This is an optimization exercise on Yosys and OpenROAD, whose aim is small area and a short achievable clock period, not a production implementation. Function was checked by simulation only, so behaviour that the tests miss may differ from the original. Power is estimated from default activity; no workload was simulated.

## flow/design.v (module list and top-level ports; edited modules follow where they fit)
// module Control: 16 lines
// module ALUControl: 13 lines
// module ALU: 27 lines
// module ShiftUnit: 25 lines
// module MUX2I: 5 lines
// module BKAdd: 15 lines
// module BKCarry: 35 lines
// module SignExtend: 29 lines
// module PrefixAnd: 20 lines
// module SkAdd: 18 lines
// module SkCarry: 26 lines
// module XOR2: 5 lines
// module AddrAdd: 1399 lines
// module INV: 5 lines
// module NAND2: 5 lines
// module NOR2: 5 lines
// module XNOR2: 5 lines
// module AOI21: 5 lines
// module OAI21: 5 lines
// module AOI22: 5 lines
// module OAI22: 5 lines
// module RegisterFile: 37 lines
// module ReadAOI: 12 lines
// module NAND11P: 5 lines
// module NOR3: 5 lines
// module OR3: 5 lines
// module AOI222: 5 lines
// module ProgramCounter: 12 lines
// module SingleCycle: 71 lines
// module Dec5: 10 lines
// module DecB: 6 lines
module SingleCycle(Clk, Rst, startPC, currentPC, instruction,
                   dMemAddr, dMemWData, dMemRead, dMemWrite, dMemRData);
  // ...
==> flow/flow/run.sh <==
#!/bin/bash
# Own flow: the standard layout (standard.sh: unchanged synthesis and
# steps, the standard flow's SDC and clock period) with two changes to how the layout is
# optimised:
#  - timing repair aims for a larger setup margin, so it keeps improving the
#    paths past the design's clock period;
#  - the port buffers are buf_2 instead of the delay cell buffer_ports picks
#    by default (every port still gets its buffer).
# The make output goes to layout.log; ORFS keeps each step's log under orfs/logs.
set -euo pipefail
cd "$(dirname "$0")/.."
MARGIN=${OWN_SETUP_MARGIN:-8}
sed -e "s/SETUP_SLACK_MARGIN=[^ ]*/SETUP_SLACK_MARGIN=${MARGIN}/" \
    -e "s/CLKGATE_MAP_FILE= /CLKGATE_MAP_FILE= 'BUFFER_PORTS_ARGS=-buffer_cell sky130_fd_sc_hd__buf_2' /" \
    standard.sh > own_standard.sh
grep -q "SETUP_SLACK_MARGIN=${MARGIN}" own_standard.sh
grep -q "BUFFER_PORTS_ARGS" own_standard.sh
bash own_standard.sh finish > layout.log 2>&1
test -s out/final.def
==> flow/standard.sh <==
#!/bin/bash
# synth_recipe.tcl (not shown) runs the flow's synth.tcl, then flattens the netlist and writes it again
# the make line also repeats each setting of config.mk as NAME=value (left out here)
make -C /OpenROAD-flow-scripts/flow DESIGN_CONFIG=/design/flow/config.mk WORK_HOME=/design/flow/orfs CLKGATE_MAP_FILE= SYNTH_SCRIPT=/design/flow/synth_recipe.tcl "${@:-finish}"
==> flow/config.mk <==
export PLATFORM = sky130hd
export DESIGN_NAME = SingleCycle
export DESIGN_NICKNAME = SingleCycle
export VERILOG_FILES = /design/flow/design.v
export SDC_FILE = /design/flow/constraint.sdc
export NUM_CORES = 4
export LEC_CHECK = 0
export CAP_MARGIN = 30
export CORE_MARGIN = 2
export CORE_UTILIZATION = 55
export CTS_BUF_LIST = sky130_fd_sc_hd__clkbuf_8
export PLACE_DENSITY = 0.7
export SETUP_SLACK_MARGIN = 5
export SLEW_MARGIN = 30
export SYNTH_HIERARCHICAL = 1
export TNS_END_PERCENT = 0
==> flow/constraint.sdc <==
create_clock -name core_clock -period 18.0 [get_ports {Clk}]
set_input_delay 3.6000 -clock core_clock [delete_from_list [all_inputs] [get_ports {Clk}]]
set_output_delay 3.6000 -clock core_clock [all_outputs]
set_load 0.01 [all_outputs]
==> summary.md, run 1 <==
| Metric | Value |
|---|---|
| Post-route worst hold slack | 0.477 ns |
| Number of inverters outside the clock class in the layout | 103 |
| Logic pwr share | 23.9% |
| Die boundary width | 429 µm |
| Count of buffer and inverter cells on the critical path | 7 |
| Outcome | timing/DRC/antenna clean |
| Cell at the root of the clock tree | sky130_fd_sc_hd__clkbuf_8 |
| Start of the worst register-to-register path | registers.rf[774]$_DFFE_PP_ |
| Clock tree skew after final layout | 0.0689 ns |
| Initial core utilization | 55.2% |
| Most area-hungry cell class in the final design | flip-flops and latches |
| Timing-limited maximum frequency | 88.3 MHz |
| Reg2reg path depth | 20 |
| Worst Hold Depth | 1 |
| Pwr Density | 119 mW/mm² |
| Worst Max-Slew Pin Slew | 1.04 ns |
| Die Footprint | 0.184 mm² |
| Leading cell type in the layout, fill and taps excluded | sky130_fd_sc_hd__edfxtp_1 |
| Critical path class | in2out |
| Multi-input logic portion of the cell area | 34.4% |
| Drt drc | 0 |
| Number of setup violations in the final report | 0 |
| Cell type with the highest occurrence count on the critical path | sky130_fd_sc_hd__buf_4 |
| Standard cell with the maximum stage delay on the critical path | sky130_fd_sc_hd__nor2_2 |
| Post-detailed-placement half-perimeter wirelength | 280,000 µm |
| Storage element area | 0.0609 mm² |
| PnR worst setup slack | 6.67 ns |
| Internal portion of total power | 9.11 mW |
==> module ALU, before the edit <==
module ALU(Out, R1, R2, Instr, MemData, SelMem, SelShift, SelOr, SelAnd, SelAdd, Sub, ShLeft, OrImm);
input  [63:0] R1, R2, MemData;
input  [31:0] Instr;
input  SelMem, SelShift, SelOr, SelAnd, SelAdd, Sub, ShLeft, OrImm;
output [63:0] Out;
wire [63:0] b = R2 ^ {64{Sub}};
wire [63:0] sum;
BKAdd add(.A(R1), .B(b), .Ci(Sub), .S(sum));
wire [63:0] orb = OrImm ? {52'b0, Instr[21:10]} : R2;
wire [63:0] shout;
ShiftUnit shu(.X(R1), .Sh(Instr[15:10]), .Left(ShLeft), .Y(shout));
wire SelShL = SelShift &  ShLeft;
wire SelShR = SelShift & ~ShLeft;
function [63:0] rev;
	input [63:0] x;
	integer k;
	begin
		for (k = 0; k < 64; k = k + 1) rev[k] = x[63-k];
	end
endfunction
assign Out = ({64{SelMem}}   & MemData)
           | ({64{SelAdd}}   & sum)
           | ({64{SelAnd}}   & (R1 & R2))
           | ({64{SelOr}}    & (R1 | orb))
           | ({64{SelShR}}   & shout)
           | ({64{SelShL}}   & rev(shout));
endmodule
==> module BKAdd, before the edit <==
module BKAdd(A, B, Ci, S);
input  [63:0] A, B;
input  Ci;
output [63:0] S;
wire [63:0] p;
wire [64:0] c;
genvar j;
generate
   for (j = 0; j < 64; j = j + 1) begin : px
      XOR2 up(.A(A[j]), .B(B[j]), .Y(p[j]));
      XOR2 us(.A(p[j]), .B(c[j]), .Y(S[j]));
   end
endgenerate
BKCarry cy(.G(A & B), .P(p), .Ci(Ci), .C(c));
endmodule
==> run 2, diff against run 1 <==
--- a/flow/design.v
+++ b/flow/design.v
@@ -34,6 +34,6 @@
 output [63:0] Out;
-wire [63:0] b = R2 ^ {64{Sub}};
-wire [63:0] sum;
-BKAdd add(.A(R1), .B(b), .Ci(Sub), .S(sum));
 wire [63:0] orb = OrImm ? {52'b0, Instr[21:10]} : R2;
+wire [63:0] b = orb ^ {64{Sub}};
+wire [63:0] sum, g, p;
+BKAdd add(.A(R1), .B(b), .Ci(Sub), .S(sum), .G(g), .P(p));
 wire [63:0] shout;
@@ -51,4 +51,4 @@
            | ({64{SelAdd}}   & sum)
-           | ({64{SelAnd}}   & (R1 & R2))
-           | ({64{SelOr}}    & (R1 | orb))
+           | ({64{SelAnd}}   & g)
+           | ({64{SelOr}}    & (g | p))
            | ({64{SelShR}}   & shout)
@@ -86,3 +86,3 @@
 endmodule
-module BKAdd(A, B, Ci, S);
+module BKAdd(A, B, Ci, S, G, P);
 input  [63:0] A, B;
@@ -90,3 +90,6 @@
 output [63:0] S;
+output [63:0] G, P;	 
 wire [63:0] p;
+assign G = A & B;
+assign P = p;
 wire [64:0] c;
@@ -99,3 +102,3 @@
 endgenerate
-BKCarry cy(.G(A & B), .P(p), .Ci(Ci), .C(c));
+BKCarry cy(.G(G), .P(p), .Ci(Ci), .C(c));
 endmodule
--- a/flow/flow/run.sh
+++ b/flow/flow/run.sh
@@ -6,3 +6,3 @@
 #    paths past the design's clock period;
-#  - the port buffers are buf_2 instead of the delay cell buffer_ports picks
+#  - the port buffers are buf_1 instead of the delay cell buffer_ports picks
 #    by default (every port still gets its buffer).
@@ -13,3 +13,3 @@
 sed -e "s/SETUP_SLACK_MARGIN=[^ ]*/SETUP_SLACK_MARGIN=${MARGIN}/" \
-    -e "s/CLKGATE_MAP_FILE= /CLKGATE_MAP_FILE= 'BUFFER_PORTS_ARGS=-buffer_cell sky130_fd_sc_hd__buf_2' /" \
+    -e "s/CLKGATE_MAP_FILE= /CLKGATE_MAP_FILE= 'BUFFER_PORTS_ARGS=-buffer_cell sky130_fd_sc_hd__buf_1' /" \
     standard.sh > own_standard.sh
--- a/flow/config.mk
+++ b/flow/config.mk
@@ -10,3 +10,5 @@
 export CORE_UTILIZATION = 55
-export CTS_BUF_LIST = sky130_fd_sc_hd__clkbuf_8
+export CTS_BUF_LIST = sky130_fd_sc_hd__clkbuf_16
+export CTS_CLUSTER_DIAMETER = 85
+export CTS_CLUSTER_SIZE = 22
 export PLACE_DENSITY = 0.7
==> run 2 against run 1 <==
Non-clock buffer count grew 211. Still clean on timing, DRC and antenna. Synthesized cell count shrank 0.96%. Flip-flop and latch count is the same. Critical endpoint is now dMemAddr[16]. Hold slack gained 0.0095 ns. First-iteration DRC count grew 3.1%. Largest power group unchanged. Design area shrank 1.1%. Power shrank 4.7%. Critical path depth grew 3.
==> summary.md, run 2 <==
| Metric | Value |
|---|---|
| Total count of max-transition violations in the final report | 0 |
| Largest net degree at the start of global routing | 77 |
| Number of design-rule violations left by the first detailed-router iteration | 26,055 |
| Crit path DAT | 7.67 ns |
| DRT Wirelength | 457,000 µm |
| Clock sinks | 2,048 |
| Die boundary width | 428 µm (-0.20%) |
| Area of all placed cells without fillers | 0.114 mm² |
| Synth-to-layout area growth | 15.5% |
| Storage element area | 0.0609 mm² (unchanged) |
| Total negative setup slack | 0 ns |
| Top cell family by delay on the critical path | buffers and inverters |
| Routed Antenna Nets | 0 |
| Post-route worst hold slack | 0.487 ns (+0.00948 ns) |
| Final hold vios | 0 |
| Latest clock arrival within the worst-skew pair | 0.86 ns |
| Maximum fanout count along the critical path | 17 |
| Worst Hold Endpoint | currentPC[1]$_DFF_P_ |
| Start of the worst register-to-register path | registers.rf[1173]$_DFFE_PP_ |
| Number of setup violations in the final report | 0 (unchanged) |
| Hold crit path type | reg2reg |
| Worst-case headroom to the max-slew limit | 23.0% |
| 1st-pass router iterations | 22 |
| Reg2reg path depth | 21 (+5.0%) |
| Critical path class | in2out |
| Routed len/inst | 43.1 µm |
| I/O pin total | 356 |
| Port buffer count | 355 |
| Capturing element type of the critical path | primary output |
| Post-synthesis area per instance | 13.7 µm² |
| Vias per Instance | 8.22 |
| Clock transition at the register clock pins on the worst setup and hold paths after CTS | 0.08 ns |
| Share of final-layout standard cells stronger than drive strength 1 | 18.3% |
| Register with the highest flop count | registers.rf |
| Wire length of the first global-routing pass | 619,000 µm |
| Endpoint of the lowest-slack register-to-register path | currentPC[49]$_DFF_P_ |
| Final clock period utilization by the worst path | 62.6% |
| Number of instances in the synthesized netlist | 7,241 |
| H-tree lvl count | 3 |
| Clock tree from TritonCTS | yes |
| IR drop worst, VDD | 0.0969 mV |
| Flip-flop count of the largest register after layout | 1,984 |
| Reported leakage power | 40.7 nW |
| Leading cell type in the layout, fill and taps excluded | sky130_fd_sc_hd__edfxtp_1 |
| Sequence of cells on the critical path | clkbuf_8 > nand3b_1 > buf_6 > nor2_4 > buf_12 > buf_12 > a222oi_1 > nand4_1 > or3_4 > nor2_4 > nor2_4 > a21oi_4 > o21ai_4 > inv_2 > o21ai_4 > buf_12 > clkinvlp_4 > nand2_8 > buf_4 > o22ai_4 > xor2_4 > buf_6 |
| Floorplan core area | 0.179 mm² |
| Post-synthesis instance area | 0.0990 mm² |
| Count of maximum capacitance violations | 0 |
| R2R Setup Slk | 10.97 ns |
| Timing-limited maximum frequency | 88.8 MHz (+0.56%) |
| Standard cell with the maximum stage delay on the critical path | sky130_fd_sc_hd__or3_4 |
| Req. time, crit path | 14.40 ns |
| Delay contributed by the slowest stage of the critical path | 0.48 ns |
| Count of filler cells inserted in the layout | 13,068 |
| Worst Hold Depth | 1 (unchanged) |
| Unrepaired setup endpoints after global routing | yes |
| Vertical die dimension | 428 µm |
| Worst Max-Slew Pin Slew | 1.15 ns (+0.116 ns) |
| Largest registers | registers.rf: 1984 flops, currentPC: 64 flops |
| Worst min-delay path startpoint | currentPC[1]$_DFF_P_ |
| Startpoint type of the worst setup path | input port |
| Rows | 155 |
| Pwr Density | 115 mW/mm² (-3.6%) |
| Shortest period the worst path allows | 11.27 ns |
| Die Footprint | 0.183 mm² (-0.40%) |
| Drt drc | 0 (unchanged) |
| Initial core utilization | 55.4% (+0.25 points) |
| Count of buffer and inverter cells on the critical path | 9 (+2) |
| Highest-count cells in the layout ignoring fill and taps | sky130_fd_sc_hd__edfxtp_1 (1,984), sky130_fd_sc_hd__a222oi_1 (1,281), sky130_fd_sc_hd__nand2_1 (495) |
| Residual overflow from global routing | 0 |
| Total GRT Usage | 47.8% |
| Outcome | timing/DRC/antenna clean |
| Number of buffers on the longest clock path | 3 |
| Post-detailed-placement half-perimeter wirelength | 288,000 µm (+2.7%) |
| Total number of vias | 87,052 |
| NumNets Final | 8,338 |
| Placed cell area | 0.105 mm² |
| Final core utilization | 64.0% |
| RD Place Congestion | 1.07 |
| CTS buffer count | 117 |
| Multi-input combinational cell area | 0.0395 mm² |
| Via count of the first global-routing pass | 80,280 |
| Antenna violations before repair | 32 |
| Clock tree skew after final layout | 0.0385 ns (-0.0304 ns) |
| Cell at the root of the clock tree | sky130_fd_sc_hd__clkbuf_16 |
| Yosys warning count | 13 |
-- run 2: metal layers --
metal	track usage [%]	share of wire, %	up-vias
met3	20.9	19	2254
met2	66.0	40	9923
met1	58.5	31	41541
met4	37.2	10	44
li1	-	-	33290
met5	1.25	0.11	-
-- run 2: repair_timing --
action | CTS | global route
hold buffers | 0 | 0
setup endpoints to repair | 606 | 1314
pin swaps | 178 | 66
resized for setup | 271 | 37
gates cloned | 28 | 1
buffers inserted | 329 | 50
-- run 2: how the worst max path moves through the flow --
stage / from / endpoint / slack (ns) / cells past startpoint
2_1_floorplan: instruction[6] / dMemAddr[10] / 7.59 / 15
3_3_place_gp: instruction[6] / dMemAddr[13] / 4.61 / 18
3_5_place_dp: instruction[6] / dMemAddr[13] / 4.87 / 19
4_1_cts: instruction[9] / dMemAddr[13] / 7.10 / 21
5_1_grt: instruction[8] / dMemAddr[13] / 6.85 / 22
6_report: instruction[5] / dMemAddr[16] / 6.73 / 22
-- run 2: report_power, final --
group          total [mW]  switching [mW]  internal (mW)  leakage, nW
sequential           6.69           0.432           6.26         20.9
clock                2.90            1.65           1.25         1.76
combinational        3.51            2.52          0.992         18.1
-- run 2: metrics by stage --
stage	power, mW	setup WS, ns	std cells
floorplan	8.34	7.59	7242
detailed placement	9.82	4.87	10002
global route	13.3	6.85	10585
global placement	9.72	4.61	9997
finish	13.1	6.73	10590
CTS	12.8	7.10	10530
-- run 2: area by class of cell --
type	instances	share of cell area (%)
antenna	9	0.0197
clock buffer	118	2.58
clock inverter	53	0.489
inverter	110	0.371
multi-input combinational	4959	34.6
sequential	2048	53.2
tap	2355	2.58
timing repair buffer	938	6.17
==> run 3, diff against run 2 <==
--- a/flow/config.mk
+++ b/flow/config.mk
@@ -9,3 +9,3 @@
 export CORE_MARGIN = 2
-export CORE_UTILIZATION = 55
+export CORE_UTILIZATION = 60
 export CTS_BUF_LIST = sky130_fd_sc_hd__clkbuf_16
@@ -13,3 +13,3 @@
 export CTS_CLUSTER_SIZE = 22
-export PLACE_DENSITY = 0.7
+export PLACE_DENSITY = 0.74
 export SETUP_SLACK_MARGIN = 5
==> run 3 against run 2 <==
Still clean on timing, DRC and antenna. Worst setup slack improved by 0.086 ns. Die area fell by 8.3%. Sequential power barely moved. Non-clock buffer count fell by 141. Synthesized cell count did not move. First-iteration DRC count rose by 0.31%. Highest routed layer unchanged.
==> summary.md, run 3 <==
| Metric | Value |
|---|---|
| Reported leakage power | 39.8 nW (-2.3%) |
| Req. time, crit path | 14.40 ns (about the same) |
| Standard cell with the maximum stage delay on the critical path | sky130_fd_sc_hd__or3_1 |
| Clock tree from TritonCTS | yes |
| Startpoint type of the worst setup path | input port |
| Fraction of power consumed by the clock network | 21.0% (-1.1 points) |
| Largest registers | registers.rf: 1984 flops, currentPC: 64 flops |
| Hold buffer count at cts | 0 (unchanged) |
| Pwr Density | 113 mW/mm² (-1.5%) |
| Capturing element type of the critical path | primary output |
| Final hold vios | 0 (unchanged) |
| Number of design-rule violations left by the first detailed-router iteration | 26,136 (+0.31%) |
| Synth-to-layout area growth | 13.1% |
| Logic pwr share | 26.2% (-0.6 points) |
| Leading cell type in the layout, fill and taps excluded | sky130_fd_sc_hd__edfxtp_1 |
| Number of setup violations in the final report | 0 (unchanged) |
| Timing-limited maximum frequency | 89.4 MHz (+0.77%) |
| Worst Max-Slew Pin Slew | 1.09 ns (-0.0678 ns) |
| Sequence of cells on the critical path | buf_6 > or3b_4 > nor2_4 > a222oi_1 > nand4_1 > or3_1 > nand2_1 > nor2_1 > nand2_1 > nor2_1 > nand2_1 > nor2_1 > a22oi_2 > xnor2_1 > buf_1 |
| Initial core utilization | 60.2% (+4.8 points) |
| Port buffer count | 355 (unchanged) |
| Clock transition at the register clock pins on the worst setup and hold paths after CTS | 0.09 ns (about the same) |
| Shortest period the worst path allows | 11.18 ns (-0.0856 ns) |
| Drt drc | 0 (unchanged) |
| Cell at the root of the clock tree | sky130_fd_sc_hd__clkbuf_16 |
| Start of the worst register-to-register path | registers.rf[791]$_DFFE_PP_ |
| Crit path from | instruction[8] |
| Tot Pwr | 12.6 mW (-3.5%) |
| Latest clock arrival within the worst-skew pair | 0.83 ns (-0.03 ns) |
| Total number of vias | 85,182 (-2.1%) |
| CTS buffer count | 108 (-7.7%) |
| Worst-case headroom to the max-slew limit | 25.5% (+2.4 points) |
| Post-synthesis instance area | 0.0990 mm² (unchanged) |
| Number of buffers on the longest clock path | 3 (unchanged) |
| 1st-pass router iterations | 17 (-23%) |
| Net Sw Power | 4.30 mW (-6.5%) |
| Total count of max-transition violations in the final report | 0 (unchanged) |
| Die Footprint | 0.168 mm² (-8.3%) |
| Post-synthesis area per instance | 13.7 µm² (unchanged) |
| Post-detailed-placement half-perimeter wirelength | 272,000 µm (-5.5%) |
| Maximum fanout count along the critical path | 17 (unchanged) |
| NumNets Final | 8,183 (-1.9%) |
| Switching fraction of total power | 34.0% (-1.1 points) |
| Routed Antenna Nets | 0 (unchanged) |
| Clock sinks | 2,048 (unchanged) |
| Crit path DAT | 7.58 ns (-0.09 ns) |
| Final clock period utilization by the worst path | 62.1% (-0.48 points) |
| Rows | 149 (-3.9%) |
| Highest-count cells in the layout ignoring fill and taps | sky130_fd_sc_hd__edfxtp_1 (1,984), sky130_fd_sc_hd__a222oi_1 (1,281), sky130_fd_sc_hd__nand2_1 (503) |
| Via count of the first global-routing pass | 77,283 (-3.7%) |
| Routed len/inst | 40.7 µm (-5.7%) |
| Unrepaired setup endpoints after global routing | yes |
| Register with the highest flop count | registers.rf |
| Flop pwr share | 52.9% (+1.8 points) |
| Count of maximum capacitance violations | 0 (unchanged) |
| Placed cells | 9,819 (-1.8%) |
| Floorplan core area | 0.164 mm² (-7.9%) |
| Clock tree skew after final layout | 0.0548 ns (+0.0163 ns) |
| IR drop worst, VDD | 0.0877 mV (-9.6%) |
| Total negative setup slack | 0 ns (unchanged) |
| Largest net degree at the start of global routing | 77 (unchanged) |
| Die boundary width | 410 µm (-4.2%) |
| DRT Wirelength | 418,000 µm (-8.4%) |
| Total GRT Usage | 47.8% (about the same) |
| Vertical die dimension | 410 µm (-4.2%) |
| H-tree lvl count | 3 (unchanged) |
| Share of final-layout standard cells stronger than drive strength 1 | 15.8% (-2.5 points) |
| Delay contributed by the slowest stage of the critical path | 0.57 ns (+0.09 ns) |
| Final standard cell count with taps included and fillers excluded | 10,286 (-2.9%) |
| Internal portion of total power | 8.34 mW (-1.9%) |
| Critical path class | in2out |
| Worst min-delay path startpoint | currentPC[1]$_DFF_P_ |
| Count of filler cells inserted in the layout | 11,597 (-11%) |
| Count of buffer and inverter cells on the critical path | 2 (-7) |
| Antenna violations before repair | 26 (-19%) |
| Yosys warning count | 13 (unchanged) |
| RD Place Congestion | 1.08 (+0.74%) |
| Vias per Instance | 8.28 (+0.74%) |
| Flip-flop count of the largest register after layout | 1,984 (unchanged) |
| I/O pin total | 356 (unchanged) |
| Top cell family by delay on the critical path | simple AND/OR/NAND/NOR gates |
| Hold crit path type | reg2reg |
| Outcome | timing/DRC/antenna clean |
| Number of instances in the synthesized netlist | 7,241 (unchanged) |
| Wire length of the first global-routing pass | 572,000 µm (-7.6%) |
| Residual overflow from global routing | 0 (unchanged) |
[run 3: cell type report]
type	count	area (µm²)	area share, %
Sequential cell	2048	60900	54.4
Multi-Input combinational cell	4952	39000	34.9
Timing Repair Buffer	797	5750	5.14
Clock buffer	110	2750	2.46
Tap cell	2189	2740	2.45
Inverter	110	424	0.379
Clock inverter	57	350	0.313
Antenna cell	21	52.6	0.0469
Timing Repair inverter	2	15.0	0.0134
[run 3: per-stage QoR]
step	util [%]	hold WS, ns	worst slack, ns	cell area, µm²
after floorplan	-	0.615	7.59	99300
after global placement	63.5	0.468	4.45	104000
after detailed placement	63.8	0.475	4.97	105000
after CTS	67.5	0.493	7.14	111000
after global routing	68.1	0.502	6.93	112000
final	68.1	0.490	6.82	112000
[run 3: final timing paths]
check                                              to  slack (ns)  depth (start not counted)
worst min register to register   currentPC[1]$_DFF_P_        0.49                          1
worst max register to register  currentPC[63]$_DFF_P_       10.88                         22
worst min-delay path             currentPC[1]$_DFF_P_        0.49                          1
worst max-delay path                     dMemAddr[42]        6.82                         15
[run 3: timing repair]
action	CTS	global route
setup buffers	207	56
endpoints found under the setup margin	1499	1373
pin swaps	106	62
endpoints found under the hold margin	0	0
cloned	12	2
resized for setup	147	83
[run 3: routing by layer]
layer  global-route usage [%]  share of wire (%)  vias to the layer above  wire length (µm)
met5                    0.776              0.055                        -               231
met2                     63.9                 39                     9800            164000
met3                     20.6                 20                     1798             81800
li1                         -                  -                    33003                 -
met1                     64.0                 33                    40553            139000
met4                     29.0                8.0                       28             33600
[run 3: power groups by stage]
stage	clock (mW)	sequential, mW	combinational (mW)
floorplan	0	6.63	1.71
global placement	0	6.70	2.87
detailed placement	0	6.74	2.93
CTS	2.63	6.64	3.07
global route	2.78	6.73	3.38
finish	2.65	6.68	3.31
==> run 4, diff against run 3 <==
--- a/flow/config.mk
+++ b/flow/config.mk
@@ -7,5 +7,5 @@
 export LEC_CHECK = 0
-export CAP_MARGIN = 30
+export CAP_MARGIN = 20
 export CORE_MARGIN = 2
-export CORE_UTILIZATION = 60
+export CORE_UTILIZATION = 58
 export CTS_BUF_LIST = sky130_fd_sc_hd__clkbuf_16
@@ -13,5 +13,5 @@
 export CTS_CLUSTER_SIZE = 22
-export PLACE_DENSITY = 0.74
+export PLACE_DENSITY = 0.72
 export SETUP_SLACK_MARGIN = 5
-export SLEW_MARGIN = 30
+export SLEW_MARGIN = 20
 export SYNTH_HIERARCHICAL = 1
==> run 4 against run 3 <==
Utilization is 1.1 points lower. Wire length increased by 7.0%. Synthesized area unchanged. Hold slack worse by 0.0039 ns. Sequential share of layout area fell by 0.77 points. Final cell count grew 1.2%. Die area rose by 3.4%. First-iteration DRC count grew 2.3%. Largest power group unchanged. Highest routed layer unchanged.
==> summary.md, run 4 <==
| Metric | Value |
|---|---|
| Start of the worst register-to-register path | registers.rf[596]$_DFFE_PP_ |
| Maximum fanout count along the critical path | 17 (unchanged) |
| Net Sw Power | 4.54 mW (+5.7%) |
| Final clock period utilization by the worst path | 62.4% (+0.24 points) |
| Vertical die dimension | 417 µm (+1.7%) |
| Worst Hold Depth | 1 (unchanged) |
| Number of buffers on the longest clock path | 3 (unchanged) |
| Count of buffer and inverter cells on the critical path | 3 (+1) |
| Standard cell with the maximum stage delay on the critical path | sky130_fd_sc_hd__nor2_4 |
| Req. time, crit path | 14.40 ns (about the same) |
| Clock sinks | 2,048 (unchanged) |
| Via count of the first global-routing pass | 79,491 (+2.9%) |
| Capturing element type of the critical path | primary output |
| Residual overflow from global routing | 0 (unchanged) |
| Clock transition at the register clock pins on the worst setup and hold paths after CTS | 0.08 ns (about the same) |
| Antenna violations before repair | 28 (+7.7%) |
| Outcome | timing/DRC/antenna clean |
| Final core utilization | 67.0% (-1.1 points) |
| RD Place Congestion | 1.13 (+4.8%) |
| Crit path DAT | 7.63 ns (+0.05 ns) |
| Startpoint type of the worst setup path | input port |
| Flop pwr share | 51.6% (-1.3 points) |
| Clock tree skew after final layout | 0.0475 ns (-0.00725 ns) |
| Final hold vios | 0 (unchanged) |
| Post-detailed-placement half-perimeter wirelength | 287,000 µm (+5.4%) |
| IR drop worst, VDD | 0.105 mV (+19%) |
| CTS buffer count | 113 (+4.6%) |
| Initial core utilization | 58.4% (-1.8 points) |
| 1st-pass router iterations | 28 (+11) |
| Total count of max-transition violations in the final report | 0 (unchanged) |
| Delay contributed by the slowest stage of the critical path | 0.52 ns (-0.05 ns) |
| H-tree lvl count | 3 (unchanged) |
| Total number of vias | 86,427 (+1.5%) |
| Routed len/inst | 43.0 µm (+5.8%) |
| Clock tree from TritonCTS | yes |
| Shortest period the worst path allows | 11.23 ns (+0.0438 ns) |
| Cell at the root of the clock tree | sky130_fd_sc_hd__clkbuf_16 |
| Worst min-delay path startpoint | currentPC[1]$_DFF_P_ |
| Wire length of the first global-routing pass | 605,000 µm (+5.8%) |
| Share of final-layout standard cells stronger than drive strength 1 | 17.6% (+1.8 points) |
| Timing-limited maximum frequency | 89.1 MHz (-0.39%) |
| Highest-count cells in the layout ignoring fill and taps | sky130_fd_sc_hd__edfxtp_1 (1,984), sky130_fd_sc_hd__a222oi_1 (1,281), sky130_fd_sc_hd__nand2_1 (500) |
| Leading cell type in the layout, fill and taps excluded | sky130_fd_sc_hd__edfxtp_1 |
| Fraction of power consumed by the clock network | 21.6% (+0.6 points) |
| Drt drc | 0 (unchanged) |
| Sequence of cells on the critical path | clkbuf_16 > or3b_4 > nor2_4 > a222oi_1 > nand4_1 > or3_1 > nand2_2 > nor2_1 > nand2_1 > nor2_1 > inv_1 > nor2_1 > a22oi_2 > xnor2_1 > buf_1 |
| DRT Wirelength | 448,000 µm (+7.0%) |
| Top cell family by delay on the critical path | simple AND/OR/NAND/NOR gates |
| Worst-case headroom to the max-slew limit | 14.3% (-11 points) |
| Total negative setup slack | 0 ns (unchanged) |
| Endpoint of the lowest-slack register-to-register path | currentPC[62]$_DFF_P_ |
| Number of instances in the synthesized netlist | 7,241 (unchanged) |
| PnR worst setup slack | 6.77 ns (-0.0438 ns) |
| Largest net degree at the start of global routing | 78 (+1.3%) |
| Switching fraction of total power | 35.0% (+0.99 points) |
| Post-synthesis instance area | 0.0990 mm² (unchanged) |
| Reported leakage power | 40.3 nW (+1.4%) |
| Die Footprint | 0.174 mm² (+3.4%) |
| Worst Hold Endpoint | currentPC[1]$_DFF_P_ |
| Count of maximum capacitance violations | 0 (unchanged) |
| Worst slack at placement | 4.29 ns (-0.674 ns) |
| Cell type with the highest occurrence count on the critical path | sky130_fd_sc_hd__nor2_1 |
| Worst Max-Slew Pin Slew | 1.25 ns (+0.163 ns) |
| Die boundary width | 417 µm (+1.7%) |
| Rows | 151 (+1.3%) |
| Yosys warning count | 13 (unchanged) |
| Unrepaired setup endpoints after global routing | yes |
| I/O pin total | 356 (unchanged) |
| Critical path class | in2out |
| NumNets Final | 8,287 (+1.3%) |
| Logic pwr share | 26.9% (+0.7 points) |
| Pwr Density | 114 mW/mm² (+1.3%) |
| Largest registers | registers.rf: 1984 flops, currentPC: 64 flops |
| Post-synthesis area per instance | 13.7 µm² (unchanged) |
| Routed Antenna Nets | 0 (unchanged) |
| Number of design-rule violations left by the first detailed-router iteration | 26,738 (+2.3%) |
| Port buffer count | 355 (unchanged) |
| R2R Setup Slk | 10.93 ns (+0.05 ns) |
| Synth-to-layout area growth | 14.7% |
| Flip-flop count of the largest register after layout | 1,984 (unchanged) |
| Register with the highest flop count | registers.rf |
| Reg2reg path depth | 22 (unchanged) |
| Latest clock arrival within the worst-skew pair | 0.84 ns (about the same) |
| Vias per Instance | 8.31 (+0.29%) |
| Total GRT Usage | 49.6% (+1.8 points) |
| Hold crit path type | reg2reg |
| Internal portion of total power | 8.44 mW (+1.2%) |
| Floorplan core area | 0.169 mm² (+3.1%) |
| Number of setup violations in the final report | 0 (unchanged) |
[run 4: area by class of cell]
type	count	area, µm²
Antenna cell	21	52.6
Sequential cell	2048	60900
Timing Repair Buffer	895	6590
Clock buffer	116	2900
Inverter	110	424
Clock inverter	43	434
Tap cell	2218	2780
Timing Repair inverter	2	15.0
Multi-Input combinational cell	4953	39500
Fill cell	12067	55900
[run 4: worst reg2reg max path, cell delays in order (launching register included)]
cell and delay (ns):
sky130_fd_sc_hd__edfxtp_1 0.41, sky130_fd_sc_hd__a222oi_1 0.44, sky130_fd_sc_hd__nand4_1 0.32, sky130_fd_sc_hd__or3_1 0.55
sky130_fd_sc_hd__nor4_4 0.77, sky130_fd_sc_hd__nand4_1 0.60, sky130_fd_sc_hd__nor4_4 0.40, sky130_fd_sc_hd__buf_6 0.29
sky130_fd_sc_hd__nand3_1 0.13, sky130_fd_sc_hd__o21ai_1 0.19, sky130_fd_sc_hd__xor2_1 0.34, sky130_fd_sc_hd__nand3_1 0.18
sky130_fd_sc_hd__nor3_1 0.28, sky130_fd_sc_hd__nand2_1 0.11, sky130_fd_sc_hd__a21oi_2 0.23, sky130_fd_sc_hd__o21ai_0 0.23
sky130_fd_sc_hd__a31oi_1 0.31, sky130_fd_sc_hd__inv_1 0.07, sky130_fd_sc_hd__ha_1 0.18, sky130_fd_sc_hd__buf_4 0.24
sky130_fd_sc_hd__a22o_1 0.28, sky130_fd_sc_hd__xor2_1 0.16, sky130_fd_sc_hd__mux2_2 0.27
[run 4: worst max path at each step]
stage,end,slack (ns),cells past startpoint,startpoint
2_1_floorplan,dMemAddr[10],7.59,15,instruction[6]
3_3_place_gp,dMemAddr[22],4.54,18,instruction[8]
3_5_place_dp,dMemAddr[22],4.29,18,instruction[8]
4_1_cts,dMemAddr[15],7.07,21,instruction[5]
5_1_grt,dMemAddr[33],6.87,22,instruction[8]
6_report,dMemAddr[56],6.77,15,instruction[6]
[run 4: per-stage QoR]
step	std cells	hold slack, ns	total power [mW]	instance area [µm²]
global placement	9857	0.464	9.71	105000
floorplan	7242	0.615	8.34	99300
CTS	10325	0.487	12.6	113000
detailed placement	9858	0.468	9.79	105000
finish	10406	0.486	13.0	114000
global route	10391	0.503	13.2	114000
[run 4: per-layer routing]
| layer | part of all wire (%) | vias up | wire length, µm | global-route usage, % |
|---|---|---|---|---|
| met3 | 18 | 2211 | 82300 | 21.5 |
| met4 | 9.8 | 30 | 43700 | 36.7 |
| met5 | 0.079 | - | 352 | 1.39 |
| met1 | 31 | 41144 | 140000 | 61.0 |
| met2 | 40 | 9846 | 181000 | 69.2 |
| li1 | - | 33196 | - | - |
[run 4: what timing repair did]
action | CTS | global route
pin swaps | 122 | 53
gates cloned | 23 | 0
setup buffers | 285 | 60
hold buffers | 0 | 0
gates resized for setup | 269 | 52
endpoints found under the setup margin | 1264 | 1595
[run 4: power groups by stage]
stage	Clock, mW	Sequential (mW)	Combinational [mW]
finish	2.80	6.69	3.49
global route	2.93	6.74	3.53
CTS	2.77	6.65	3.20
detailed placement	0	6.75	3.04
global placement	0	6.71	2.99
floorplan	0	6.63	1.71
==> run 5, diff against run 4 <==
==> flow/run.sh (new file) <==
#!/bin/bash
# synth_recipe.tcl (not shown) runs the flow's synth.tcl, then flattens the netlist and writes it again
# the make line also repeats each setting of config.mk as NAME=value (left out here)
make -C /OpenROAD-flow-scripts/flow DESIGN_CONFIG=/design/flow/config.mk WORK_HOME=/design/flow/orfs CLKGATE_MAP_FILE= SYNTH_SCRIPT=/design/flow/synth_recipe.tcl finish
--- a/flow/config.mk
+++ b/flow/config.mk
@@ -7,5 +7,5 @@
 export LEC_CHECK = 0
-export CAP_MARGIN = 20
+export CAP_MARGIN = 30
 export CORE_MARGIN = 2
-export CORE_UTILIZATION = 58
+export CORE_UTILIZATION = 55
 export CTS_BUF_LIST = sky130_fd_sc_hd__clkbuf_16
@@ -13,5 +13,5 @@
 export CTS_CLUSTER_SIZE = 22
-export PLACE_DENSITY = 0.72
+export PLACE_DENSITY = 0.7
 export SETUP_SLACK_MARGIN = 5
-export SLEW_MARGIN = 20
+export SLEW_MARGIN = 30
 export SYNTH_HIERARCHICAL = 1
removed: flow/flow/run.sh
removed: flow/standard.sh
==> run 5 against run 4 <==
First-iteration DRC count down 10%. Worst setup slack worse by 1.8 ns. Register-to-register slack worse by 0.42 ns. Design area down 2.3%.
==> summary.md, run 5 <==
| Metric | Value |
|---|---|
| Outcome | timing/DRC/antenna clean |
| Vias per Instance | 8.14 (-2.0%) |
| Residual overflow from global routing | 0 (unchanged) |
| Yosys warning count | 13 (unchanged) |
| Vertical die dimension | 428 µm (+2.7%) |
| Number of instances in the synthesized netlist | 7,241 (unchanged) |
| I/O pin total | 356 (unchanged) |
| Timing-limited maximum frequency | 76.9 MHz (-14%) |
| Largest net degree at the start of global routing | 71 (-9.0%) |
| Met2 routed wirelength | 181,000 µm (+0.18%) |
| CTS buffer count | 116 (+2.7%) |
| Reg2reg path depth | 21 (-4.5%) |
| Req. time, crit path | 14.40 ns (about the same) |
| Startpoint type of the worst setup path | input port |
| Largest registers | registers.rf: 1984 flops, currentPC: 64 flops |
| Final clock period utilization by the worst path | 72.3% (+9.9 points) |
| Pwr Density | 117 mW/mm² (+2.2%) |
| Unrepaired setup endpoints after global routing | no |
| IR drop worst, VDD | 0.100 mV (-4.0%) |
| Crit path DAT | 9.41 ns (+1.78 ns) |
| Highest-count cells in the layout ignoring fill and taps | sky130_fd_sc_hd__edfxtp_1 (1,984), sky130_fd_sc_hd__a222oi_1 (1,281), sky130_fd_sc_hd__nand2_1 (512) |
| Die boundary width | 428 µm (+2.7%) |
| Number of buffers on the longest clock path | 3 (unchanged) |
| Cell at the root of the clock tree | sky130_fd_sc_hd__clkbuf_16 |
| Total GRT Usage | 45.8% (-3.8 points) |
| Post-synthesis instance area | 0.0990 mm² (unchanged) |
| Rows | 155 (+2.6%) |
| Die Footprint | 0.183 mm² (+5.4%) |
| Routed wire length on met3 | 73,200 µm (-11%) |
| Latest clock arrival within the worst-skew pair | 0.84 ns (about the same) |
| Number of setup violations in the final report | 0 (unchanged) |
| Synth-to-layout area growth | 12.1% |
| H-tree lvl count | 3 (unchanged) |
| Antenna violations before repair | 24 (-14%) |
| Sequence of cells on the critical path | buf_2 > nand2b_1 > nor2_1 > buf_4 > a222oi_1 > nand4_1 > or3_1 > nor2_1 > o21ai_1 > a21oi_2 > o21ai_1 > inv_1 > o21ai_4 > nand2_1 > buf_4 > inv_6 > a22oi_2 > xnor2_4 > clkdlybuf4s50_1 |
| Total number of vias | 83,141 (-3.8%) |
| Drt drc | 0 (unchanged) |
| Reported leakage power | 39.1 nW (-3.1%) |
| Max layer used | met5 |
| Port buffer count | 355 (unchanged) |
| Maximum fanout count along the critical path | 33 (+16) |
| Hold crit path type | reg2reg |
| Share of final-layout standard cells stronger than drive strength 1 | 11.7% (-5.9 points) |
| Start of the worst register-to-register path | registers.rf[589]$_DFFE_PP_ |
| RD Place Congestion | 1.06 (-6.3%) |
| Number of design-rule violations left by the first detailed-router iteration | 23,932 (-10%) |
| Post-detailed-placement half-perimeter wirelength | 292,000 µm (+1.8%) |
| Worst min-delay path startpoint | currentPC[1]$_DFF_P_ |
| Count of maximum capacitance violations | 0 (unchanged) |
| Placed cells | 10,033 (+1.8%) |
| Leading cell type in the layout, fill and taps excluded | sky130_fd_sc_hd__edfxtp_1 |
| Clock tree from TritonCTS | yes |
| Clock sinks | 2,048 (unchanged) |
| 1st-pass router iterations | 17 (-39%) |
| DRT Wirelength | 437,000 µm (-2.4%) |
| Critical path class | in2out |
| Post-synthesis area per instance | 13.7 µm² (unchanged) |
| Flip-flop count of the largest register after layout | 1,984 (unchanged) |
| Top cell family by delay on the critical path | buffers and inverters |
| Post-route worst hold slack | 0.494 ns (+0.00835 ns) |
| Worst Hold Depth | 1 (unchanged) |
| Final hold vios | 0 (unchanged) |
| Via count of the first global-routing pass | 76,945 (-3.2%) |
| Total negative setup slack | 0 ns (unchanged) |
| Wire length of the first global-routing pass | 593,000 µm (-2.0%) |
| Worst-case headroom to the max-slew limit | 21.9% (+7.6 points) |
| Placed cell area | 0.107 mm² (+2.3%) |
| Count of buffer and inverter cells on the critical path | 6 (+3) |
| Crit path from | instruction[9] |
| Floorplan core area | 0.179 mm² (+5.4%) |
| Worst Hold Endpoint | currentPC[1]$_DFF_P_ |
| Routed len/inst | 42.8 µm (-0.60%) |
| Worst Max-Slew Pin Slew | 1.17 ns (-0.0801 ns) |
| Shortest period the worst path allows | 13.01 ns (+1.79 ns) |
| R2R Setup Slk | 10.51 ns (-0.42 ns) |
| Endpoint of the lowest-slack register-to-register path | currentPC[63]$_DFF_P_ |
| Length of routed wiring on met1 | 145,000 µm (+3.6%) |
| Total count of max-transition violations in the final report | 0 (unchanged) |
| Final standard cell count with taps included and fillers excluded | 10,213 (-1.9%) |
| Standard cell with the maximum stage delay on the critical path | sky130_fd_sc_hd__clkdlybuf4s50_1 |
| Routed Antenna Nets | 0 (unchanged) |
| Initial core utilization | 55.4% (-3.0 points) |
| Capturing element type of the critical path | primary output |
| Delay contributed by the slowest stage of the critical path | 0.62 ns (+0.10 ns) |
| NumNets Final | 7,964 (-3.9%) |
| Clock transition at the register clock pins on the worst setup and hold paths after CTS | 0.08 ns (about the same) |
| Clock tree skew after final layout | 0.0641 ns (+0.0165 ns) |
| Area of all placed cells without fillers | 0.111 mm² (-2.3%) |
| Register with the highest flop count | registers.rf |
-- run 5: how the worst max path moves through the flow --
stage                   endpoint  cells past startpoint
global route        dMemAddr[13]                     19
global placement    dMemAddr[13]                     19
finish              dMemAddr[13]                     19
detailed placement  dMemAddr[13]                     19
floorplan           dMemAddr[10]                     16
CTS                 dMemAddr[13]                     20
-- run 5: cell type report --
class                      count  area, µm²
antenna                       16       40.0
clock inverter                43        507
inverter                     110        423
fill                       13567      67700
sequential                  2048      60900
tap                         2355       2950
timing repair buffer         581       5270
multi-input combinational   4943      38000
clock buffer                 117       2930
-- run 5: layer usage --
metal	vias up	GRT usage [%]
li1	32519	-
met3	1661	15.6
met1	40217	59.0
met5	-	0.442
met2	8728	65.7
met4	16	30.3
-- run 5: where the power goes --
group | total (mW) | leakage [nW] | internal (mW) | switching, mW
sequential | 6.67 | 20.9 | 6.26 | 0.407
combinational | 3.44 | 16.5 | 1.01 | 2.43
clock | 2.85 | 1.69 | 1.22 | 1.62
-- run 5: metrics by stage --
stage | worst slack, ns | utilization (%) | power [mW]
floorplan | 6.68 | - | 8.33
global placement | 3.23 | 59.9 | 9.88
detailed placement | 3.91 | 60.0 | 9.97
CTS | 5.01 | 62.0 | 12.7
global route | 5.03 | 62.1 | 13.2
finish | 4.99 | 62.1 | 13.0
-- run 5: timing repair --
action                                  in CTS  in global routing
pin swaps                                    0                  0
hold buffers                                 0                  0
endpoints found under the setup margin      55                 35
gates resized for setup                      9                  8
setup buffers                                0                  0

[afterwards: timing with drivers on the ports]
Ports are ideal in the flow. The routed layouts listed here were re-timed in OpenROAD. Step 1 assumes that a clkbuf_16 drives the clock port and a buf_2 every other input. Step 2, shift: input delay + t, output delay - t, t = (earliest + latest rising clock arrival at the registers) / 2. This alone moves slack from input paths to output paths. a / b / c = ideal ports / drivers / drivers and shift; a / b = the first two.
run	t, ns	setup slack, ns	hold slack, ns	worst setup path at the end	latest minus earliest clock arrival (ns)
run 1	1.223	6.669 / 6.458 / 5.659	0.477 / 0.477 / 0.477	input to register	0.069 / 0.068
run 2	0.923	6.733 / 6.399 / 6.095	0.487 / 0.487 / 0.487	input to register	0.038 / 0.039
run 3	0.903	6.818 / 6.532 / 6.096	0.490 / 0.490 / 0.490	input to register	0.055 / 0.055
run 4	0.918	6.774 / 6.331 / 6.087	0.486 / 0.486 / 0.486	input to register	0.047 / 0.047
run 5	0.909	4.989 / 4.946 / 4.625	0.494 / 0.494 / 0.494	input to register	0.065 / 0.064
After both steps every run listed still meets setup and hold. The setup slack of run 1, which loses most, moves by -0.211 ns with the drivers and by -1.010 ns with both steps.
